Source: an optimization exercise on an open RTL-to-GDS flow (aim: small area). Production flows keep margins and buffers that such runs may drop.
The RTL was checked by simulation tests, not by an equivalence proof against the original design.
The clock port is modelled as an ideal driver; clocking choices that lean on that would not hold on a real chip.
Power is estimated from default activity; no workload was simulated.

<file path="config.mk">
export PLATFORM = sky130hd
export DESIGN_NAME = stack
export DESIGN_NICKNAME = stack
export VERILOG_FILES = /design/flow/design.v
export SDC_FILE = /design/flow/constraint.sdc
export NUM_CORES = 4
export LEC_CHECK = 0
export CAP_MARGIN = 0
export CORE_MARGIN = 2
export CORE_UTILIZATION = 55
export CTS_BUF_LIST = sky130_fd_sc_hd__clkbuf_4
export GPL_TIMING_DRIVEN = 0
export PLACE_DENSITY = 0.8
export SLEW_MARGIN = 0
export SYNTH_HIERARCHICAL = 1
</file>
<file path="constraint.sdc">
create_clock -name core_clock -period 5.0 [get_ports {clk}]
set_input_delay 1.0000 -clock core_clock [delete_from_list [all_inputs] [get_ports {clk}]]
set_output_delay 1.0000 -clock core_clock [all_outputs]
set_load 0.01 [all_outputs]
</file>
<file path="design.v">
module g_oai22(input wire a0, a1, b0, b1, output wire y);
    assign y = ~((a0 | a1) & (b0 | b1));
endmodule
module g_nor4(input wire a, b, c, d, output wire y);
    assign y = ~(a | b | c | d);
endmodule
module g_nand2(input wire a, b, output wire y);
    assign y = ~(a & b);
endmodule
module g_nor2(input wire a, b, output wire y);
    assign y = ~(a | b);
endmodule
module g_and2(input wire a, b, output wire y);
    assign y = a & b;
endmodule
module g_and3(input wire a, b, c, output wire y);
    assign y = a & b & c;
endmodule
module g_andn(input wire a, bn, output wire y);    
    assign y = a & ~bn;
endmodule
module g_inv(input wire a, output wire y);
    assign y = ~a;
endmodule
module sel7(input wire [6:0] sn, input wire [6:0] d, output wire o);
    wire x, y, z, w;
    g_oai22 u_x(sn[0], d[0], sn[1], d[1], x);
    g_oai22 u_y(sn[2], d[2], sn[3], d[3], y);
    g_oai22 u_z(sn[4], d[4], sn[5], d[5], z);
    g_nor2 u_w(sn[6], d[6], w);
    g_nor4 u_o(x, y, z, w, o);
endmodule
module jbit(input wire reset, inc, dec, hold, l, r, q, output wire d);
    assign d = ~reset & ((inc & l) | (dec & r) | (hold & q));
endmodule
module g_full(input wire pop, inc, sn6, sn7, output wire full);
    assign full = (~sn7 & ~pop) | (~sn6 & inc);
endmodule
module g_empty(input wire push, dec, sn0, sn1, output wire empty);
    assign empty = (~sn0 & ~push) | (~sn1 & dec);
endmodule
module count_ctl(input wire [3:0] j, input wire reset, push, pop,
                 output wire [3:0] j_next, output wire [6:0] sn, output wire [6:0] we,
                 output wire full, empty);
    wire sn7, can_push, can_pop, inc, dec, hold;
    wire [3:0] nj;
    genvar k;
    generate for (k = 0; k < 4; k = k + 1) begin : g_nj
        g_inv u_nj(j[k], nj[k]);
    end endgenerate
    g_nand2 u_s0(nj[3], nj[0], sn[0]);
    g_nand2 u_s1(j[0], nj[1], sn[1]);
    g_nand2 u_s2(j[1], nj[2], sn[2]);
    g_nand2 u_s3(j[2], nj[3], sn[3]);
    g_nand2 u_s4(j[3], j[0], sn[4]);
    g_nand2 u_s5(nj[0], j[1], sn[5]);
    g_nand2 u_s6(nj[1], j[2], sn[6]);
    g_nand2 u_s7(nj[2], j[3], sn7);
    g_and3 u_we0(push, nj[3], nj[0], we[0]);
    g_and3 u_we1(push, j[0], nj[1], we[1]);
    g_and3 u_we2(push, j[1], nj[2], we[2]);
    g_and3 u_we3(push, j[2], nj[3], we[3]);
    g_and3 u_we4(push, j[3], j[0], we[4]);
    g_and3 u_we5(push, nj[0], j[1], we[5]);
    g_and3 u_we6(push, nj[1], j[2], we[6]);
    g_and2 u_cpu(push, sn7, can_push);
    g_and2 u_cpo(pop, sn[0], can_pop);
    g_andn u_inc(can_push, can_pop, inc);
    g_andn u_dec(can_pop, can_push, dec);
    g_nor2 u_hold(inc, dec, hold);
    jbit u_j0(reset, inc, dec, hold, nj[3], j[1], j[0], j_next[0]);
    jbit u_j1(reset, inc, dec, hold, j[0], j[2], j[1], j_next[1]);
    jbit u_j2(reset, inc, dec, hold, j[1], j[3], j[2], j_next[2]);
    jbit u_j3(reset, inc, dec, hold, j[2], nj[0], j[3], j_next[3]);
    g_full u_full(pop, inc, sn[6], sn7, full);
    g_empty u_empty(push, dec, sn[0], sn[1], empty);
endmodule
module stack(input wire clk, reset, push, pop, input wire [15:0] value_in,
             output wire [15:0] value_out, output wire full, empty);
    reg [3:0] j;
    reg [15:0] m0, m1, m2, m3, m4, m5, m6;
    wire [3:0] j_next;
    wire [6:0] sn, we;
    count_ctl u_ctl(j, reset, push, pop, j_next, sn, we, full, empty);
    always @(posedge clk) j <= j_next;
    always @(posedge clk) begin
        if (we[0]) m0 <= value_in;
        if (we[1]) m1 <= value_in;
        if (we[2]) m2 <= value_in;
        if (we[3]) m3 <= value_in;
        if (we[4]) m4 <= value_in;
        if (we[5]) m5 <= value_in;
        if (we[6]) m6 <= value_in;
    end
    genvar k;
    generate for (k = 0; k < 16; k = k + 1) begin : g_rd
        sel7 u_sel(sn, {m6[k], m5[k], m4[k], m3[k], m2[k], m1[k], m0[k]}, value_out[k]);
    end endgenerate
endmodule
</file>
<file path="flow/run.sh">
#!/bin/bash
# The standard ORFS flow (the standard.sh) with these changes:
#  - port buffers are the smallest buffer, sky130_fd_sc_hd__buf_1, rather
#    than the one buffer_ports picks by default;
#  - the buffers Yosys/ABC inserted are removed at floorplan;
#  - before the placement's repair_design, every combinational cell is
#    swapped for the smallest cell of its family (flow/downsize.tcl);
#    repair_design and the later timing repair size up what needs it;
#  - the clock tree is built by hand in the CTS step: eight
#    sky130_fd_sc_hd__clkinv_4 inverters, each at the centre of a group of
#    flops, driven by one sky130_fd_sc_hd__clkinv_8 from the clock port, so
#    every flop gets the same two inversions. flow/clocktree_pre.tcl puts a
#    temporary buffer on the clock before clock_tree_synthesis, so that it
#    and repair_clock_inverters leave the clock alone; flow/clocktree.tcl
#    (after the step's own repairs) replaces that buffer with the tree and
#    legalizes the placement.
# The full make output goes to standard.log in the work folder; ORFS's
# per-step logs stay under orfs/logs/.
set -euo pipefail
cd "$(dirname "$FLOW_CONFIG")"
export BUFFER_PORTS_ARGS="-buffer_cell sky130_fd_sc_hd__buf_1"
export REMOVE_ABC_BUFFERS=1
export PRE_RESIZE_TCL="$PWD/flow/downsize.tcl"
export PRE_CTS_TCL="$PWD/flow/clocktree_pre.tcl"
export POST_CTS_TCL="$PWD/flow/clocktree.tcl"
export CLK_LEAVES=8
export CLK_LEAF_CELL=sky130_fd_sc_hd__clkinv_4
export CLK_ROOT_CELL=sky130_fd_sc_hd__clkinv_8
export CTS_ARGS="-clk_nets clk"
bash standard.sh > standard.log 2>&1
</file>
<file path="flow/clocktree.tcl">
# Builds the clock tree by hand from inverters: the flops are split into
# CLK_LEAVES groups by k-means on their placed positions; each group gets a
# CLK_LEAF_CELL inverter at its centre, and one CLK_ROOT_CELL inverter at the
# leaves' centre drives the leaves from the clock port. Every flop sees the
# same two inversions, so the clock reaches it with its polarity unchanged.
set block [ord::get_db_block]
set db [ord::get_db]
# undo flow/clocktree_pre.tcl's temporary buffer: the flops go back on clk
set clknet [$block findNet clk]
set tmp [[lindex [$clknet getITerms] 0] getInst]
set tmpnet ""
foreach it [$tmp getITerms] { if {[$it isOutputSignal]} { set tmpnet [$it getNet] } }
puts "removing temporary clock buffer [$tmp getName] on [$tmpnet getName]"
foreach it [$tmpnet getITerms] {
  if {[$it getInst] ne $tmp} { $it disconnect; $it connect $clknet }
}
odb::dbInst_destroy $tmp
odb::dbNet_destroy $tmpnet
set K $::env(CLK_LEAVES)
set leafm [$db findMaster $::env(CLK_LEAF_CELL)]
set rootm [$db findMaster $::env(CLK_ROOT_CELL)]
set clknet [$block findNet clk]
set its {}; set xs {}; set ys {}
foreach it [$clknet getITerms] {
  set i [$it getInst]; set b [$i getBBox]
  lappend its $it
  lappend xs [expr {([$b xMin] + [$b xMax]) / 2.0}]
  lappend ys [expr {([$b yMin] + [$b yMax]) / 2.0}]
}
set n [llength $its]
set order [lsort -indices -real $xs]
set cx {}; set cy {}
for {set k 0} {$k < $K} {incr k} {
  set idx [lindex $order [expr {int(($k + 0.5) * $n / $K)}]]
  lappend cx [lindex $xs $idx]; lappend cy [lindex $ys $idx]
}
for {set iter 0} {$iter < 100} {incr iter} {
  set assign {}
  for {set p 0} {$p < $n} {incr p} {
    set best 0; set bd 1e18
    for {set k 0} {$k < $K} {incr k} {
      set d [expr {abs([lindex $xs $p] - [lindex $cx $k]) + abs([lindex $ys $p] - [lindex $cy $k])}]
      if {$d < $bd} { set bd $d; set best $k }
    }
    lappend assign $best
  }
  set ncx {}; set ncy {}
  for {set k 0} {$k < $K} {incr k} {
    set sx 0; set sy 0; set c 0
    for {set p 0} {$p < $n} {incr p} {
      if {[lindex $assign $p] == $k} { set sx [expr {$sx + [lindex $xs $p]}]; set sy [expr {$sy + [lindex $ys $p]}]; incr c }
    }
    if {$c > 0} { lappend ncx [expr {$sx / $c}]; lappend ncy [expr {$sy / $c}] } else { lappend ncx [lindex $cx $k]; lappend ncy [lindex $cy $k] }
  }
  set cx $ncx; set cy $ncy
}
proc mterm_of {master dir} {
  foreach mt [$master getMTerms] {
    if {[$mt getSigType] eq "SIGNAL" && [$mt getIoType] eq $dir} { return [$mt getName] }
  }
}
set rin [mterm_of $rootm INPUT]; set rout [mterm_of $rootm OUTPUT]
set lin [mterm_of $leafm INPUT]; set lout [mterm_of $leafm OUTPUT]
set rootnet [odb::dbNet_create $block clk_root]
set rx 0; set ry 0
for {set k 0} {$k < $K} {incr k} {
  set lnet [odb::dbNet_create $block clk_leaf_$k]
  set leaf [odb::dbInst_create $block $leafm clkleaf_$k]
  $leaf setLocation [expr {int([lindex $cx $k])}] [expr {int([lindex $cy $k])}]
  $leaf setPlacementStatus PLACED
  [$leaf findITerm $lin] connect $rootnet
  [$leaf findITerm $lout] connect $lnet
  set c 0
  for {set p 0} {$p < $n} {incr p} {
    if {[lindex $assign $p] == $k} { set it [lindex $its $p]; $it disconnect; $it connect $lnet; incr c }
  }
  puts "clock leaf $k: $c flops at [expr {int([lindex $cx $k])/1000.0}] [expr {int([lindex $cy $k])/1000.0}]"
  set rx [expr {$rx + [lindex $cx $k] / $K}]; set ry [expr {$ry + [lindex $cy $k] / $K}]
}
set root [odb::dbInst_create $block $rootm clkroot]
$root setLocation [expr {int($rx)}] [expr {int($ry)}]
$root setPlacementStatus PLACED
[$root findITerm $rin] connect $clknet
[$root findITerm $rout] connect $rootnet
$clknet setSigType CLOCK
$rootnet setSigType CLOCK

# place the new cells legally and bring the parasitics up to date
detailed_placement
estimate_parasitics -placement
report_clock_skew
</file>
<file path="flow/clocktree_pre.tcl">
# Before CTS: one temporary buffer drives every flop, so that
# clock_tree_synthesis finds the clock already buffered and adds nothing,
# and repair_clock_inverters finds no inverter to clone. The CTS step's
# POST hook (flow/clocktree.tcl) replaces it with the real tree.
set block [ord::get_db_block]
set sx 0; set sy 0; set n 0
foreach it [[$block findNet clk] getITerms] {
  set b [[$it getInst] getBBox]
  set sx [expr {$sx + ([$b xMin] + [$b xMax]) / 2}]; set sy [expr {$sy + ([$b yMin] + [$b yMax]) / 2}]; incr n
}
insert_buffer -buffer_cell sky130_fd_sc_hd__clkbuf_16 -net clk -location [list [expr {$sx / $n / 1000.0}] [expr {$sy / $n / 1000.0}]] -buffer_name clktemp -net_name clk_temp
</file>
<file path="flow/downsize.tcl">
# Area recovery: every combinational cell is swapped for the smallest cell of
# its family (same function, lowest area, e.g. nor2b_4 -> nor2b_1; of cells
# with the same area, the strongest, e.g. and2_1 rather than and2_0). The
# repair_design that follows fixes any slew or capacitance this causes, and
# the timing repair after CTS any setup violation. Registers, clock cells,
# tap, fill and tie cells are left alone.
proc downsize_family {name} {
  if {![regexp {^(sky130_fd_sc_hd__[a-z0-9]+)_([0-9]+)$} $name -> fam drive]} { return "" }
  return $fam
}
set db [ord::get_db]
set best [dict create]
foreach lib [$db getLibs] {
  foreach m [$lib getMasters] {
    set n [$m getName]
    set fam [downsize_family $n]
    if {$fam eq ""} { continue }
    if {[string match "*lpflow*" $n] || [string match "*probe*" $n]} { continue }
    set a [expr {[$m getWidth] * [$m getHeight]}]
    regexp {_([0-9]+)$} $n -> d
    if {![dict exists $best $fam]} { dict set best $fam [list $a $d $n]; continue }
    lassign [dict get $best $fam] ba bd bn
    if {$a < $ba || ($a == $ba && $d > $bd)} { dict set best $fam [list $a $d $n] }
  }
}
set skip {df edf sdf sedf dl dfx dfr dfs dfb sdl clk tap fill decap conb diode}
set count 0
foreach inst [[ord::get_db_block] getInsts] {
  set m [$inst getMaster]
  if {[$m getType] ne "CORE"} { continue }
  set n [$m getName]
  set fam [downsize_family $n]
  if {$fam eq "" || ![dict exists $best $fam]} { continue }
  set short [string range $fam 16 end]
  set keep 0
  foreach p $skip { if {[string match "${p}*" $short]} { set keep 1 } }
  if {$keep} { continue }
  set target [lindex [dict get $best $fam] 2]
  if {$target ne $n} {
    replace_cell [$inst getName] $target
    incr count
  }
}
puts "downsize: $count cells swapped for their family's smallest"

</file>
<file path="standard.sh">
#!/bin/bash
# synth_recipe.tcl (not shown) runs the flow's synth.tcl, then flattens the netlist and writes it again
# the make line also repeats each setting of config.mk as NAME=value (left out here)
make -C /OpenROAD-flow-scripts/flow DESIGN_CONFIG=/design/flow/config.mk WORK_HOME=/design/flow/orfs CLKGATE_MAP_FILE= SYNTH_SCRIPT=/design/flow/synth_recipe.tcl "${@:-finish}"
</file>
==> results of run 1 <==
## flip-flops by register name, indices dropped and copies added (netlist names)
| name | cells |
|---|---|
| m0 | 16 |
| m1 | 16 |
| m2 | 16 |
| m3 | 16 |
| m4 | 16 |
| m5 | 16 |
| m6 | 16 |
| j | 4 |
## per-module statistics from Yosys, one instance, submodules excluded, a selection
module,flops+latches,times used,cells inside
g_and2,0,2,1
g_and3,0,7,1
g_andn,0,2,1
g_empty,0,1,2
g_full,0,1,2
g_inv,0,4,1
g_nand2,0,8,1
g_nor2,0,17,1
g_nor4,0,16,1
g_oai22,0,48,1
jbit,0,4,2
stack,116,1,116
## layout make-up
| type | count | area share (%) |
|---|---|---|
| Sequential cell | 116 | 77.5 |
| Multi-Input combinational cell | 110 | 14.2 |
| Timing Repair Buffer | 37 | 3.12 |
| Tap cell | 99 | 2.79 |
| Inverter | 15 | 2.45 |
## kinds of logic (layout without fill, tap and decap cells)
kind of cell           after synthesis  count (layout)
DFF                                116             116
AOI/OAI and AO/OA                   54              54
buffers and inverters                6              52
and+or+nand+nor                     56              56
## worst reg2reg max path: cells and delay by family, from the launching register on
| kind | cells | cell delay (ns) |
|---|---|---|
| simple gates | 5 | 1.45 |
| buf+inv | 1 | 0.09 |
| flops | 1 | 0.46 |
| compound gates | 1 | 0.36 |
## layout by cell type (no fill, tap or decap), drive strengths merged
master and n:
a222oi 4, and2 2, and3 7, buf 37, clkinv 9, dfxtp 4
edfxtp 112, inv 6, nand2 8, nor2 21, nor2b 2, nor4 16
o22ai 50
## where the power goes
group          internal [mW]  switching, mW
registers               1.10        0.00928
clock network         0.0424          0.283
logic                 0.0422         0.0969
total                   1.18          0.389
## worst min-delay path by stage
stage          from   end  slack (ns)  depth (start not counted)
6_report       j[3]  j[2]        0.66                          2
5_1_grt        j[3]  j[2]        0.69                          2
3_5_place_dp   j[3]  j[2]        0.65                          2
3_3_place_gp   j[3]  j[2]        0.59                          2
2_1_floorplan  j[3]  j[2]        0.55                          2
## layer usage
layer  GRT usage [%]  vias to the layer above  wire (um)
met2            30.5                       98       3890
li1                -                     1062          -
met3            2.30                       19        580
met1            25.3                     1109       3130
met5               0                        -          0
met4            4.67                        0        175
==> summary.txt, run 1 <==
Synth
  • Post-synthesis compound-gate area fraction: 8.65%
  • Synth Instances: 232
  • Syn. warnings: 7
  • Main combinational cell family by area after synthesis: simple AND/OR/NAND/NOR gates
  • Post-synth top cells: edfxtp_1 (112), o22ai_1 (48), nor2_1 (21)
  • Post-synthesis cell type count: 12
  • Yosys top cell by area: edfxtp_1
  • FFs w/ async S/R, synth: 0%
  • Simple-gate share of the synthesized area: 9.30%
  • Post-synthesis xor/xnor area fraction: 0%
  • Post-synthesis sequential area ratio: 81.5%
  • Most used flip-flop cell after synthesis: edfxtp_1
  • Synthesized area: 4220 um^2
  • Most frequent cell after synthesis: edfxtp_1
  • Syn avg cell area: 18.2 um^2
  • Register bit total from synthesis: 116
  • Synth area leaders: edfxtp_1 (80%), o22ai_1 (7.1%), nor4_2 (4.7%), dfxtp_1 (1.9%), nor2_1 (1.9%)
  • Area fraction of the dominant cell type after synthesis: 79.6%
  • EDFF count, synth: 112
  • Synth Area in Adders: 0%
  • Multiplexer share of the synthesized area: 0%

Global route
  • Vias in the first global route: 2233
  • Total grt overflow: 0
  • Largest net degree at the start of global routing: 19
  • Antenna violations before repair: 0
  • First-pass GRT wire length: 11.8 mm
  • GRT Overall Usage: 18.1%

Worst setup path
  • Crit path DAT: 2.34 ns
  • CP top delay family: simple AND/OR/NAND/NOR gates
  • CP max FO: 18
  • Worst path required time: 4.00 ns
  • Startpoint Class: flop
  • CP max-delay cell: nand2_1
  • Setup CP Type: reg2out
  • R2R cell count: 7
  • Crit path launch: j[0]
  • Stages on the worst setup path: 7
  • CP Buf/Inv Count: 3
  • Worst-path cell chain: inv_2 -> nand2_1 -> and2_1 -> nor2b_1 -> inv_2 -> o22ai_1 -> buf_1
  • Reg2reg start: j[0]
  • R2R Setup Slk: 2.53 ns
  • Worst setup path endpoint: empty
  • CP most frequent cell: inv_2
  • Reg2reg end: j[3]
  • CP max stage delay: 0.61 ns
  • Critical path capture point type: output pin

STA
  • Clock Skew: 0.0112 ns
  • RSZ-0062 raised after global routing: no
  • Tcrit/Tclk final: 66.9%
  • Hold slack: 0.660 ns
  • Max-slew violations: 0
  • Peak Freq: 0.299 GHz
  • Post-layout minimum cycle time: 3.34 ns
  • Number of hold violations in the final report: 0
  • Max_slew headroom: 36.3%
  • Worst-Margin Slew: 0.956 ns
  • Final worst slack: 1.66 ns
  • # setup viols final: 0
  • Post-route setup TNS: 0 ns

Cells and area
  • Share of layout cells above drive strength 1: 5.40%
  • Fin cells: 377
  • Area growth syn-to-layout: 5.24%
  • # diodes: 0
  • Register area: 3440 um^2
  • Multi-input combinational cell area: 631 um^2
  • Core Util, Final: 60.6%
  • Final Cell Area: 4450 um^2
  • FILL cells: 549
  • Final nets: 300

Pwr
  • Overall power: 1.57 mW
  • Peak supply drop: 0.000168 V
  • P_leak: 1.34 nW
  • Power Dens Cells: 353 nW/um^2

Placement
  • Post-DP HPWL: 4.25 mm
  • Dpl ws: 1.89 ns
  • Placed Cells: 368
  • Placement-stage cell area: 4360 um^2
  • GPL Wtd Cong: 0.694
  • I/O Buffers: 37

Route
  • WL per Instance: 20.6 um
  • Via-to-Cell Ratio: 6.07
  • Final antenna-violating net count: 0
  • Via count: 2288
  • DRC viols: 0
  • First-pass detailed-route iteration total: 4
  • Starting DRC count in detailed routing: 170
  • Final WL: 7.77 mm

Floorplan
  • Starting density of the core: 57.6%
  • Num rows: 31
  • Die width: 91.6 um
  • I/O Pins: 38
  • Area of the die: 8400 um^2
  • Die Ht: 91.6 um
  • CORE AREA: 7330 um^2

Hold path
  • Min-delay worst type: reg2reg

Run status
  • Status: finished clean

Clock network
  • Clk pin slew, worst setup/hold paths: 0.08 ns
  • Clk latency of the worst-skew pair: 0.23 ns

Flow run
  • Max-cap violation count: 0
==> run 2, diff against run 1 <==
--- a/design.v
+++ b/design.v
@@ -16,9 +16,6 @@
 module g_and3(input wire a, b, c, output wire y);
     assign y = a & b & c;
 endmodule
-module g_andn(input wire a, bn, output wire y);    
-    assign y = a & ~bn;
-endmodule
 module g_inv(input wire a, output wire y);
     assign y = ~a;
 endmodule
@@ -30,8 +27,14 @@
     g_nor2 u_w(sn[6], d[6], w);
     g_nor4 u_o(x, y, z, w, o);
 endmodule
-module jbit(input wire reset, inc, dec, hold, l, r, q, output wire d);
-    assign d = ~reset & ((inc & l) | (dec & r) | (hold & q));
+module jbit_n(input wire inc, dec, hold, l, r, q, output wire dn);
+    assign dn = ~((inc & l) | (dec & r) | (hold & q));
+endmodule
+module g_step(input wire a, bn, reset, output wire y);    
+    assign y = a & ~bn & ~reset;
+endmodule
+module g_nor3(input wire a, b, c, output wire y);
+    assign y = ~(a | b | c);
 endmodule
 module g_full(input wire pop, inc, sn6, sn7, output wire full);
     assign full = (~sn7 & ~pop) | (~sn6 & inc);
@@ -39,15 +42,16 @@
 module g_empty(input wire push, dec, sn0, sn1, output wire empty);
     assign empty = (~sn0 & ~push) | (~sn1 & dec);
 endmodule
-module count_ctl(input wire [3:0] j, input wire reset, push, pop,
-                 output wire [3:0] j_next, output wire [6:0] sn, output wire [6:0] we,
+module count_ctl(input wire [3:0] jn, input wire reset, push, pop,
+                 output wire [3:0] jn_next, output wire [6:0] sn, output wire [6:0] we,
                  output wire full, empty);
     wire sn7, can_push, can_pop, inc, dec, hold;
-    wire [3:0] nj;
+    wire [3:0] j, nj;
     genvar k;
     generate for (k = 0; k < 4; k = k + 1) begin : g_nj
-        g_inv u_nj(j[k], nj[k]);
+        g_inv u_j(jn[k], j[k]);
     end endgenerate
+    assign nj = jn;
     g_nand2 u_s0(nj[3], nj[0], sn[0]);
     g_nand2 u_s1(j[0], nj[1], sn[1]);
     g_nand2 u_s2(j[1], nj[2], sn[2]);
@@ -65,24 +69,24 @@
     g_and3 u_we6(push, nj[1], j[2], we[6]);
     g_and2 u_cpu(push, sn7, can_push);
     g_and2 u_cpo(pop, sn[0], can_pop);
-    g_andn u_inc(can_push, can_pop, inc);
-    g_andn u_dec(can_pop, can_push, dec);
-    g_nor2 u_hold(inc, dec, hold);
-    jbit u_j0(reset, inc, dec, hold, nj[3], j[1], j[0], j_next[0]);
-    jbit u_j1(reset, inc, dec, hold, j[0], j[2], j[1], j_next[1]);
-    jbit u_j2(reset, inc, dec, hold, j[1], j[3], j[2], j_next[2]);
-    jbit u_j3(reset, inc, dec, hold, j[2], nj[0], j[3], j_next[3]);
+    g_step u_inc(can_push, can_pop, reset, inc);
+    g_step u_dec(can_pop, can_push, reset, dec);
+    g_nor3 u_hold(inc, dec, reset, hold);
+    jbit_n u_j0(inc, dec, hold, nj[3], j[1], j[0], jn_next[0]);
+    jbit_n u_j1(inc, dec, hold, j[0], j[2], j[1], jn_next[1]);
+    jbit_n u_j2(inc, dec, hold, j[1], j[3], j[2], jn_next[2]);
+    jbit_n u_j3(inc, dec, hold, j[2], nj[0], j[3], jn_next[3]);
     g_full u_full(pop, inc, sn[6], sn7, full);
     g_empty u_empty(push, dec, sn[0], sn[1], empty);
 endmodule
 module stack(input wire clk, reset, push, pop, input wire [15:0] value_in,
              output wire [15:0] value_out, output wire full, empty);
-    reg [3:0] j;
+    reg [3:0] jn;    
     reg [15:0] m0, m1, m2, m3, m4, m5, m6;
-    wire [3:0] j_next;
+    wire [3:0] jn_next;
     wire [6:0] sn, we;
-    count_ctl u_ctl(j, reset, push, pop, j_next, sn, we, full, empty);
-    always @(posedge clk) j <= j_next;
+    count_ctl u_ctl(jn, reset, push, pop, jn_next, sn, we, full, empty);
+    always @(posedge clk) jn <= jn_next;
     always @(posedge clk) begin
         if (we[0]) m0 <= value_in;
         if (we[1]) m1 <= value_in;
==> run 2 against run 1 <==
Net effect: still clean; final cell count down 1.1%; sequential cell count unchanged; routed wire length up 7.4%; clock skew up 0.018 ns; sequential share of layout area up 0.20 points; via count down 0.39%; highest routed layer unchanged; clock power up 4%.
==> summary.txt, run 2 <==
Run status
  • Status: finished clean

Route
  • Final WL: 8.34 mm
  • WL per Instance: 22.4 um
  • DRT met1 WL: 3.53 mm
  • DRC viols: 0
  • Final antenna-violating net count: 0
  • Starting DRC count in detailed routing: 191
  • Via count: 2279
  • Met2 WL: 4.14 mm
  • First-pass detailed-route iteration total: 4
  • Routed length on met3: 575 um
  • Uppermost layer routed: met4
  • Via-to-Cell Ratio: 6.11

Synth
  • Synth Instances: 228
  • Area fraction of the dominant cell type after synthesis: 79.8%
  • Yosys top cell by area: edfxtp_1
  • EDFF count, synth: 112
  • FFs w/ async S/R, synth: 0%
  • Syn. warnings: 7
  • Syn avg cell area: 18.5 um^2
  • Post-synth top cells: edfxtp_1 (112), o22ai_1 (48), nor2_1 (16), nor4_2 (16), nand2_1 (8)
  • Synthesized area: 4210 um^2
  • Synth area leaders: edfxtp_1 (80%), o22ai_1 (7.1%), nor4_2 (4.8%), dfxtp_1 (1.9%), nor2_1 (1.4%)
  • Post-synthesis cell type count: 13
  • Register bit total from synthesis: 116
  • Most used flip-flop cell after synthesis: edfxtp_1
  • Most frequent cell after synthesis: edfxtp_1
  • Post-synthesis sequential area ratio: 81.7%

Hold path
  • Start point of the worst hold path: jn[0]
  • Min-delay worst type: reg2reg
  • Hold depth: 1
  • Hold endpoint: jn[3]

Cells and area
  • Multi-input combinational cell area: 619 um^2
  • # diodes: 0
  • Final nets: 296
  • Share of layout cells above drive strength 1: 5.47%
  • Most frequent cells in the layout: edfxtp_1 (112), o22ai_1 (50), buf_1 (37), nor4_1 (16), nor2_1 (16)
  • Area growth syn-to-layout: 5.26%
  • Commonest non-fill, non-tap cell in the layout: edfxtp_1
  • Core Util, Final: 60.5%
  • Register area: 3440 um^2
  • FILL cells: 562
  • Fin cells: 373
  • Final Cell Area: 4430 um^2

Worst setup path
  • Startpoint Class: flop
  • R2R cell count: 5
  • Crit path DAT: 2.52 ns
  • R2R Setup Slk: 2.44 ns
  • CP max FO: 18
  • Setup CP Type: reg2out
  • Critical path capture point type: output pin
  • Reg2reg end: jn[2]
  • Worst path required time: 4.00 ns
  • Reg2reg start: jn[3]

Global route
  • GRT Overall Usage: 19.8%
  • Vias in the first global route: 2242
  • Largest net degree at the start of global routing: 20
  • First-pass GRT wire length: 12.8 mm
  • Total grt overflow: 0
  • Antenna violations before repair: 0

Floorplan
  • Starting density of the core: 57.5%
  • Die Ht: 91.5 um
  • Num rows: 31
  • I/O Pins: 38
  • CORE AREA: 7330 um^2
  • Die width: 91.5 um
  • Area of the die: 8380 um^2

Clock network
  • Clk pin slew, worst setup/hold paths: 0.10 ns
  • Clk latency of the worst-skew pair: 0.23 ns

Pwr
  • Power Dens Cells: 382 nW/um^2
  • Overall power: 1.69 mW
  • P_leak: 1.35 nW
  • Peak supply drop: 0.000157 V

STA
  • Number of hold violations in the final report: 0
  • Tcrit/Tclk final: 70.3%
  • Worst-Margin Slew: 0.986 ns
  • Final worst slack: 1.48 ns
  • Max-slew violations: 0
  • Post-layout minimum cycle time: 3.52 ns
  • # setup viols final: 0
  • Post-route setup TNS: 0 ns
  • Hold slack: 0.559 ns
  • Max_slew headroom: 34.3%
  • Clock Skew: 0.0294 ns
  • RSZ-0062 raised after global routing: no
  • Peak Freq: 0.284 GHz

Placement
  • I/O Buffers: 37
  • Placement-stage cell area: 4350 um^2
  • Placed Cells: 364
  • Dpl ws: 1.68 ns
  • GPL Wtd Cong: 0.761
  • Post-DP HPWL: 4.60 mm

Flow run
  • Max-cap violation count: 0
## run 2: cells by family after synthesis
logic type,Yosys count,share of synthesized area [%]
DFF,116,81.7
AOI/OAI and AO/OA,54,8.67
and+or+nand+nor,52,9.06
buffers and inverters,6,0.535
## run 2: per-layer routing
layer / global-route usage, % / vias to the layer above
li1: - / 1047
met1: 28.3 / 1142
met2: 33.8 / 83
met3: 2.74 / 7
met4: 2.15 / 0
met5: 0 / -
## run 2: how the worst max path moves through the flow
stage	from	end	slack (ns)
finish	jn[3]	full	1.48
global route	jn[3]	full	1.24
detailed placement	push	full	1.68
global placement	push	full	1.85
floorplan	push	empty	2.28
## run 2: Yosys stat by module (local to each module, per instance), a selection
module   area (um^2)  flip-flops and latches  times used
stack           3440                     116           1
g_empty         16.3                       0           1
g_full          16.3                       0           1
g_nor4          12.5                       0          16
g_step          12.5                       0           2
g_nor3          10.0                       0           1
jbit_n          10.0                       0           4
g_and2          6.26                       0           2
g_and3          6.26                       0           7
g_oai22         6.26                       0          48
g_inv           3.75                       0           4
g_nand2         3.75                       0           8
g_nor2          3.75                       0          16
## run 2: final cells by class
type	instances	area share [%]
Sequential cell	116	77.7
Tap cell	99	2.79
Multi-Input combinational cell	106	14.0
Timing Repair Buffer	37	3.13
Inverter	15	2.45
## run 2: critical path, cell delays in order, from the launching register on
cell and delay [ns]:
dfxtp_1 0.43, nand2_1 0.54, and2_1 0.37, nor3b_1 0.59, inv_2 0.05, o22ai_1 0.13
buf_1 0.18
## run 2: report_power, final
part | switching [mW] | internal [mW]
clock network | 0.295 | 0.0427
registers | 0.0140 | 1.12
logic | 0.159 | 0.0661
total | 0.467 | 1.22
==> run 3, diff against run 2 <==
--- a/flow/clocktree.tcl
+++ b/flow/clocktree.tcl
@@ -1,5 +1,6 @@
 # Builds the clock tree by hand from inverters: the flops are split into
-# CLK_LEAVES groups by k-means on their placed positions; each group gets a
+# CLK_LEAVES groups of at most ceil(flops / CLK_LEAVES) by balanced k-means
+# on their placed positions; each group gets a
 # CLK_LEAF_CELL inverter at its centre, and one CLK_ROOT_CELL inverter at the
 # leaves' centre drives the leaves from the clock port. Every flop sees the
 # same two inversions, so the clock reaches it with its polarity unchanged.
@@ -34,15 +35,23 @@
   set idx [lindex $order [expr {int(($k + 0.5) * $n / $K)}]]
   lappend cx [lindex $xs $idx]; lappend cy [lindex $ys $idx]
 }
-for {set iter 0} {$iter < 100} {incr iter} {
-  set assign {}
+# balanced k-means: each group takes at most ceil(n / K) flops; points are
+# handed out nearest pair first
+set cap [expr {($n + $K - 1) / $K}]
+for {set iter 0} {$iter < 30} {incr iter} {
+  set pairs {}
   for {set p 0} {$p < $n} {incr p} {
-    set best 0; set bd 1e18
     for {set k 0} {$k < $K} {incr k} {
-      set d [expr {abs([lindex $xs $p] - [lindex $cx $k]) + abs([lindex $ys $p] - [lindex $cy $k])}]
-      if {$d < $bd} { set bd $d; set best $k }
+      lappend pairs [list [expr {abs([lindex $xs $p] - [lindex $cx $k]) + abs([lindex $ys $p] - [lindex $cy $k])}] $p $k]
     }
-    lappend assign $best
+  }
+  set assign [lrepeat $n -1]
+  set fill [lrepeat $K 0]
+  foreach pr [lsort -real -index 0 $pairs] {
+    lassign $pr d p k
+    if {[lindex $assign $p] >= 0 || [lindex $fill $k] >= $cap} { continue }
+    lset assign $p $k
+    lset fill $k [expr {[lindex $fill $k] + 1}]
   }
   set ncx {}; set ncy {}
   for {set k 0} {$k < $K} {incr k} {
==> run 3 against run 2 <==
Net effect: largest cell class unchanged; still clean; total power increased by 0.53%; largest power group unchanged; worst hold slack about the same; die area unchanged; cell area unchanged; synthesized cell count unchanged; clock skew decreased by 0.0079 ns; highest routed layer unchanged; critical path depth unchanged; synthesized area unchanged; fmax increased by 1.7%; sequential power about the same; first-iteration DRC count decreased by 12%.
==> summary.txt, run 3 <==
Synth
  • Yosys top cell by area: edfxtp_1
  • Post-synth top cells: edfxtp_1 (112), o22ai_1 (48), nor2_1 (16), nor4_2 (16), nand2_1 (8)
  • Synthesized area: 4210 um^2
  • Register bit total from synthesis: 116
  • Synth area leaders: edfxtp_1 (80%), o22ai_1 (7.1%), nor4_2 (4.8%), dfxtp_1 (1.9%), nor2_1 (1.4%)
  • Most frequent cell after synthesis: edfxtp_1
  • FFs w/ async S/R, synth: 0%
  • Syn avg cell area: 18.5 um^2
  • Post-synthesis sequential area ratio: 81.7%
  • Area fraction of the dominant cell type after synthesis: 79.8%
  • EDFF count, synth: 112
  • Synth Instances: 228
  • Post-synthesis cell type count: 13
  • Syn. warnings: 7
  • Most used flip-flop cell after synthesis: edfxtp_1

STA
  • Post-layout minimum cycle time: 3.46 ns
  • # setup viols final: 0
  • RSZ-0062 raised after global routing: no
  • Max-slew violations: 0
  • Tcrit/Tclk final: 69.2%
  • Hold slack: 0.559 ns
  • Peak Freq: 0.289 GHz
  • Post-route setup TNS: 0 ns
  • Max_slew headroom: 32.5%
  • Worst-Margin Slew: 1.01 ns
  • Number of hold violations in the final report: 0
  • Final worst slack: 1.54 ns
  • Clock Skew: 0.0215 ns

Global route
  • Vias in the first global route: 2229
  • First-pass GRT wire length: 12.8 mm
  • Antenna violations before repair: 0
  • GRT Overall Usage: 19.9%
  • Total grt overflow: 0
  • Largest net degree at the start of global routing: 19

Clock network
  • Clk pin slew, worst setup/hold paths: 0.08 ns
  • Clk latency of the worst-skew pair: 0.24 ns

Placement
  • I/O Buffers: 37
  • GPL Wtd Cong: 0.761
  • Post-DP HPWL: 4.60 mm
  • Dpl ws: 1.68 ns

Floorplan
  • Starting density of the core: 57.5%
  • Die Ht: 91.5 um
  • Area of the die: 8380 um^2
  • CORE AREA: 7330 um^2
  • Die width: 91.5 um
  • I/O Pins: 38
  • Num rows: 31

Worst setup path
  • Worst path required time: 4.00 ns
  • R2R Setup Slk: 2.49 ns
  • Setup CP Type: reg2out
  • Crit path DAT: 2.46 ns
  • Startpoint Class: flop
  • CP max FO: 18
  • Critical path capture point type: output pin

Flow run
  • Max-cap violation count: 0

Cells and area
  • Core Util, Final: 60.5%
  • Area growth syn-to-layout: 5.26%
  • Most frequent cells in the layout: edfxtp_1 (112), o22ai_1 (50), buf_1 (37), nor4_1 (16), nor2_1 (16)
  • Final nets: 296
  • # diodes: 0
  • Commonest non-fill, non-tap cell in the layout: edfxtp_1
  • Share of layout cells above drive strength 1: 5.47%

Pwr
  • Power Dens Cells: 384 nW/um^2
  • Overall power: 1.70 mW
  • Peak supply drop: 0.000142 V
  • P_leak: 1.35 nW

Route
  • DRC viols: 0
  • Via count: 2303
  • WL per Instance: 22.5 um
  • Starting DRC count in detailed routing: 169
  • Final WL: 8.38 mm
  • First-pass detailed-route iteration total: 4
  • Via-to-Cell Ratio: 6.17
  • Final antenna-violating net count: 0

Hold path
  • Min-delay worst type: reg2reg

Run status
  • Status: finished clean
[run 3: cell counts in the layout (fill, tap and decap cells not counted)]
No cell type changed its count.
[run 3: cell type report]
cell class | instances | area [um^2]
Sequential cell | 116 | 3440
Fill cell | 559 | 2900
Multi-Input combinational cell | 106 | 619
Timing Repair Buffer | 37 | 139
Tap cell | 99 | 124
Inverter | 15 | 109
[run 3: kinds of logic (layout without fill, tap and decap cells)]
logic type      count (synthesis)  count (layout)  share of synthesized area (%)
flops                         116             116                           81.7
buf+inv                         6              52                          0.535
compound gates                 54              54                           8.67
simple gates                   52              52                           9.06
[run 3: per-layer routing]
layer	track usage [%]	routed length, um	vias to the layer above
met1	29.0	3550	1135
met5	0	0	-
met2	33.3	4030	96
met3	2.24	625	14
met4	3.66	168	0
li1	-	-	1058
[run 3: worst paths after layout]
path                            cells past startpoint     to  start
worst max-delay path                                6   full  jn[3]
worst min-delay path                                1  jn[3]  jn[0]
worst max register to register                      5  jn[2]  jn[3]
worst min register to register                      1  jn[3]  jn[0]
[run 3: report_power, final]
| part | switching, mW | internal (mW) |
|---|---|---|
| sequential | 0.0140 | 1.12 |
| combinational | 0.158 | 0.0661 |
| clock | 0.304 | 0.0426 |
| total | 0.476 | 1.22 |
[run 3: Yosys stat by module, one instance, submodules excluded, excerpt]
module	cell area, um^2	times used	flops+latches	cells inside
g_inv	3.75	4	0	1
g_and3	6.26	7	0	1
g_full	16.3	1	0	2
g_oai22	6.26	48	0	1
g_empty	16.3	1	0	2
g_nor4	12.5	16	0	1
g_nor2	3.75	16	0	1
g_and2	6.26	2	0	1
g_step	12.5	2	0	1
jbit_n	10.0	4	0	1
stack	3440	1	116	116
[run 3: per-stage QoR]
stage	instance area, um^2	instances
floorplan	4210	228
global placement	4480	364
detailed placement	4350	364
global route	4430	373
finish	4430	373
[run 3: critical path: stages, from the launching register on]
cell	delay (ns)
dfxtp_1	0.42
nand2_1	0.52
and2_1	0.36
nor3b_1	0.57
inv_2	0.05
o22ai_1	0.13
buf_1	0.18

[port drivers added, routing unchanged]
No port has a modelled driver above. Below, the same layouts with a new extraction and two added sets of constraints.
Step 1 (the two cells are an assumption about what drives the block):
set clk [get_ports {clk}]
set_driving_cell -lib_cell sky130_fd_sc_hd__clkbuf_16 $clk
set_driving_cell -lib_cell sky130_fd_sc_hd__buf_2 [delete_from_list [all_inputs] $clk]
Step 2 moves the port delays by t, midway between the first and last clock arrival at a register: inputs arrive t later, outputs are due t later. That takes back most of the time a late clock gives input paths.
Slacks: no drivers / after step 1 / after step 2; pairs: no drivers / after step 1.
run | t, ns | slack for setup (ns) | worst data-port slew with drivers (ns) | cell pins on the clock port's net
run 1 | 0.270 | 1.657 / 1.608 / 1.861 | 0.04 | 1
run 2 | 0.273 | 1.484 / 1.431 / 1.607 | 0.05 | 1
run 3 | 0.280 | 1.542 / 1.491 / 1.642 | 0.05 | 1
After both steps setup and hold are still met in every run listed.
